Context: an optimization exercise on an open-source flow, tuned for small area and a short achievable clock period. The choices shown serve that exercise and are no tape-out recipe.
RTL that was checked went through simulation tests only; none was proved equivalent to the original.
Power and IR drop assume default switching activity.

==> module Microprocessor, before the edit <==
module Microprocessor(
    output mem_write,
    output mem_read,
    output reg_write,
    output [1:0]op,
    output [6:0]reg_num,
    output [6:0]pc_high,
    output [6:0]pc_low,
    output [7:0]instruction_address,
    output [6:0]rwd_1,
    output [6:0]rwd_0,
    output [1:0]r_symbol,
    input oscillator,
    input reset,
    input [7:0]instruction
    );
    reg [7:0] pc;
    reg [7:0] r [0:3];
    reg       valid;       
    reg [1:0] opc;         
    reg [1:0] rn;          
    reg [7:0] disp;        
    reg [6:0] pch_q, pcl_q;  
    wire [1:0] op_i = instruction[7:6];
    wire [1:0] sa   = instruction[5:4];
    wire [1:0] sb   = instruction[3:2];
    wire [7:0] ra = r[sa];
    wire [7:0] rb = r[sb];
    wire [9:0] qd [0:3];
    genvar k, n;
    generate
        for (k = 0; k < 4; k = k + 1) begin : rq
            assign qd[k][0] = (r[k][7:2] == 6'd63);
            for (n = 1; n < 10; n = n + 1) begin : d
                assign qd[k][n] = (r[k][7:2] == n - 1);
            end
        end
    endgenerate
    wire [9:0] qs = qd[sa];
    wire [1:0] l  = ra[1:0];
    wire       b0p = (l == 2'd3);
    wire       b2m = (l == 2'd0);
    wire       b3m = ~l[1];
    wire [7:0] rs [0:3];
    generate
        for (n = 0; n < 8; n = n + 1) begin : rsel
            assign rs[0][n] = b0p ? qs[n]   : qs[n+1];
            assign rs[1][n] = qs[n+1];
            assign rs[2][n] = b2m ? qs[n+2] : qs[n+1];
            assign rs[3][n] = b3m ? qs[n+2] : qs[n+1];
        end
    endgenerate
    wire [1:0] bk = l + instruction[1:0];
    wire [3:0] bs = 4'b0001 << bk;
    wire       st = (op_i == 2'b10);
    wire [7:0] bd [0:3];            
    generate
        for (k = 0; k < 4; k = k + 1) begin : bank
            wire [7:0] acc [0:8];
            assign acc[0] = 8'd0;
            for (n = 0; n < 8; n = n + 1) begin : row
                localparam integer A = 4 * n + k;
                reg [7:0] w;
                always @(posedge oscillator or posedge reset)
                    if (reset)
                        w <= (A < 16) ? A : 16 - A;
                    else if (st && bs[k] && rs[k][n])
                        w <= rb;
                assign acc[n+1] = acc[n] | ({8{rs[k][n]}} & w);
            end
            assign bd[k] = acc[8];
        end
    endgenerate
    wire [7:0] rdata = ({8{bs[0]}} & bd[0]) | ({8{bs[1]}} & bd[1]) |
                       ({8{bs[2]}} & bd[2]) | ({8{bs[3]}} & bd[3]);
    wire [7:0] g0 = ra & rb;
    wire [7:0] p0 = ra ^ rb;
    wire [7:0] g1, p1, g2, p2, g3;
    generate
        for (n = 0; n < 8; n = n + 1) begin : pfx
            if (n >= 1) begin : l1
                assign g1[n] = g0[n] | (p0[n] & g0[n-1]);
                assign p1[n] = p0[n] & p0[n-1];
            end else begin : l1z
                assign g1[n] = g0[n];
                assign p1[n] = p0[n];
            end
            if (n >= 2) begin : l2
                assign g2[n] = g1[n] | (p1[n] & g1[n-2]);
                assign p2[n] = p1[n] & p1[n-2];
            end else begin : l2z
                assign g2[n] = g1[n];
                assign p2[n] = p1[n];
            end
            if (n >= 4) begin : l3
                assign g3[n] = g2[n] | (p2[n] & g2[n-4]);
            end else begin : l3z
                assign g3[n] = g2[n];
            end
        end
    endgenerate
    wire [7:0] sum = p0 ^ {g3[6:0], 1'b0};
    wire [7:0] wdata = instruction[6] ? rdata : sum;
    wire [1:0] wsel  = instruction[6] ? sb : instruction[1:0];
    wire       wen   = ~instruction[7];
    wire [7:0] pc_p1 = pc + 8'd1;
    wire [7:0] pc_p2 = {pc[7:1] + 7'd1, pc[0]};
    wire [7:0] pc_m1 = pc - 8'd1;
    reg  [7:0] pc_next;
    always @(*) begin
        if (op_i != 2'b11)
            pc_next = pc_p1;
        else case (instruction[1:0])
            2'b00: pc_next = pc_p1;
            2'b01: pc_next = pc_p2;
            2'b10: pc_next = pc_m1;
            default: pc_next = pc;
        endcase
    end
    wire [6:0] pch_d, pcl_d;
    Console c_pch (pch_d, pc_next[7:4], 1'b0);
    Console c_pcl (pcl_d, pc_next[3:0], 1'b0);
    always @(posedge oscillator or posedge reset) begin
        if (reset) begin
            pc <= 8'd0;
            r[0] <= 8'd0; r[1] <= 8'd0; r[2] <= 8'd0; r[3] <= 8'd0;
            valid <= 1'b0;
            pch_q <= 7'h3F; pcl_q <= 7'h3F;    
        end else begin
            pc <= pc_next;
            pch_q <= pch_d; pcl_q <= pcl_d;
            if (wen) r[wsel] <= wdata;
            valid <= wen;
        end
    end
    always @(posedge oscillator) begin
        opc  <= op_i;
        rn   <= wsel;
        disp <= wdata;
    end
    Console c_rwd1(rwd_1,   disp[7:4], ~valid);
    Console c_rwd0(rwd_0,   disp[3:0], ~valid);
    Console c_rn  (reg_num, {2'b00, rn}, ~valid);
    assign pc_high   = pch_q;
    assign pc_low    = pcl_q;
    assign instruction_address = pc;
    assign op        = opc;
    assign mem_write = (opc == 2'b10);
    assign mem_read  = (opc == 2'b01);
    assign reg_write = ~opc[1];
    assign r_symbol  = 2'b11;
endmodule
clock: 6.0 ns
lec_check: 0
abc_area: 1
cap_margin: 20
core_margin: 2
core_utilization: 55
cts_cluster_diameter: 70
cts_cluster_size: 25
setup_slack_margin: 3.0
slew_margin: 20
tns_end_percent: 0
run.sh (not shown) runs the stock make flow with config.mk's settings and CLKGATE_MAP_FILE= SYNTH_SCRIPT=/design/flow/synth_recipe.tcl, a recipe that flattens the netlist after the stock synthesis.
Next try:
--- a/flow/design.v
+++ b/flow/design.v
@@ -126,8 +126,10 @@
     wire [7:0] sum = p0 ^ {g3[6:0], 1'b0};
     wire [7:0] wdata = instruction[6] ? rdata : sum;
     wire [1:0] wsel  = instruction[6] ? sb : instruction[1:0];
     wire       wen   = ~instruction[7];
+    wire [3:0] wa = {4{op_i == 2'b00}} & (4'b0001 << instruction[1:0]);
+    wire [3:0] wl = {4{op_i == 2'b01}} & (4'b0001 << sb);
     wire [7:0] pc_p1 = pc + 8'd1;
     wire [7:0] pc_p2 = {pc[7:1] + 7'd1, pc[0]};
     wire [7:0] pc_m1 = pc - 8'd1;
     reg  [7:0] pc_next;
@@ -152,9 +154,12 @@
             pch_q <= 7'h3F; pcl_q <= 7'h3F;    
         end else begin
             pc <= pc_next;
             pch_q <= pch_d; pcl_q <= pcl_d;
-            if (wen) r[wsel] <= wdata;
+            r[0] <= ({8{wa[0]}} & sum) | ({8{wl[0]}} & rdata) | ({8{~(wa[0] | wl[0])}} & r[0]);
+            r[1] <= ({8{wa[1]}} & sum) | ({8{wl[1]}} & rdata) | ({8{~(wa[1] | wl[1])}} & r[1]);
+            r[2] <= ({8{wa[2]}} & sum) | ({8{wl[2]}} & rdata) | ({8{~(wa[2] | wl[2])}} & r[2]);
+            r[3] <= ({8{wa[3]}} & sum) | ({8{wl[3]}} & rdata) | ({8{~(wa[3] | wl[3])}} & r[3]);
             valid <= wen;
         end
     end
     always @(posedge oscillator) begin
After rerunning:
- first-iteration DRC count rises by 9.5%
- via count goes up by 6.7%
- combinational power increases by 53%
- final cell count came out higher by 4.6%
- cell area rises by 2.6%
- synthesized cell count grows by 4.7%
- setup slack improved by 0.036 ns
- routed wire length rises by 6.3%
- total power grows by 21%
For the second run of this note, only the layout was checked, not whether the RTL still works.

==> port drivers added, routing unchanged <==
The results above use ideal ports. As a check the final layouts listed here were re-extracted and re-timed, cells and wires unchanged. Step 1 (the two cells are an assumption about what drives the block):
set clk [get_ports {oscillator}]
set_driving_cell -lib_cell sky130_fd_sc_hd__clkbuf_16 $clk
set_driving_cell -lib_cell sky130_fd_sc_hd__buf_2 [delete_from_list [all_inputs] $clk]
Step 2 adds t to the input delays and takes it off the output delays; t is the mean of the earliest and latest rising clock arrival at the registers after step 1. Input paths then give back, and output paths get back, about the clock's delay inside the block. a / b / c = no drivers / after step 1 / after step 2; a / b = the first two.
| run | t (ns) | setup slack, ns | hold slack, ns |
|---|---|---|---|
| the first run | 0.601 | 2.748 / 2.699 / 2.211 | 0.475 / 0.475 / 0.475 |
| the second run | 0.603 | 2.783 / 2.734 / 2.195 | 0.477 / 0.477 / 0.477 |
After both steps every run listed still meets setup and hold. For the second run, which loses most, drivers alone change the setup slack by -0.049 ns; drivers and shift together by -0.588 ns.
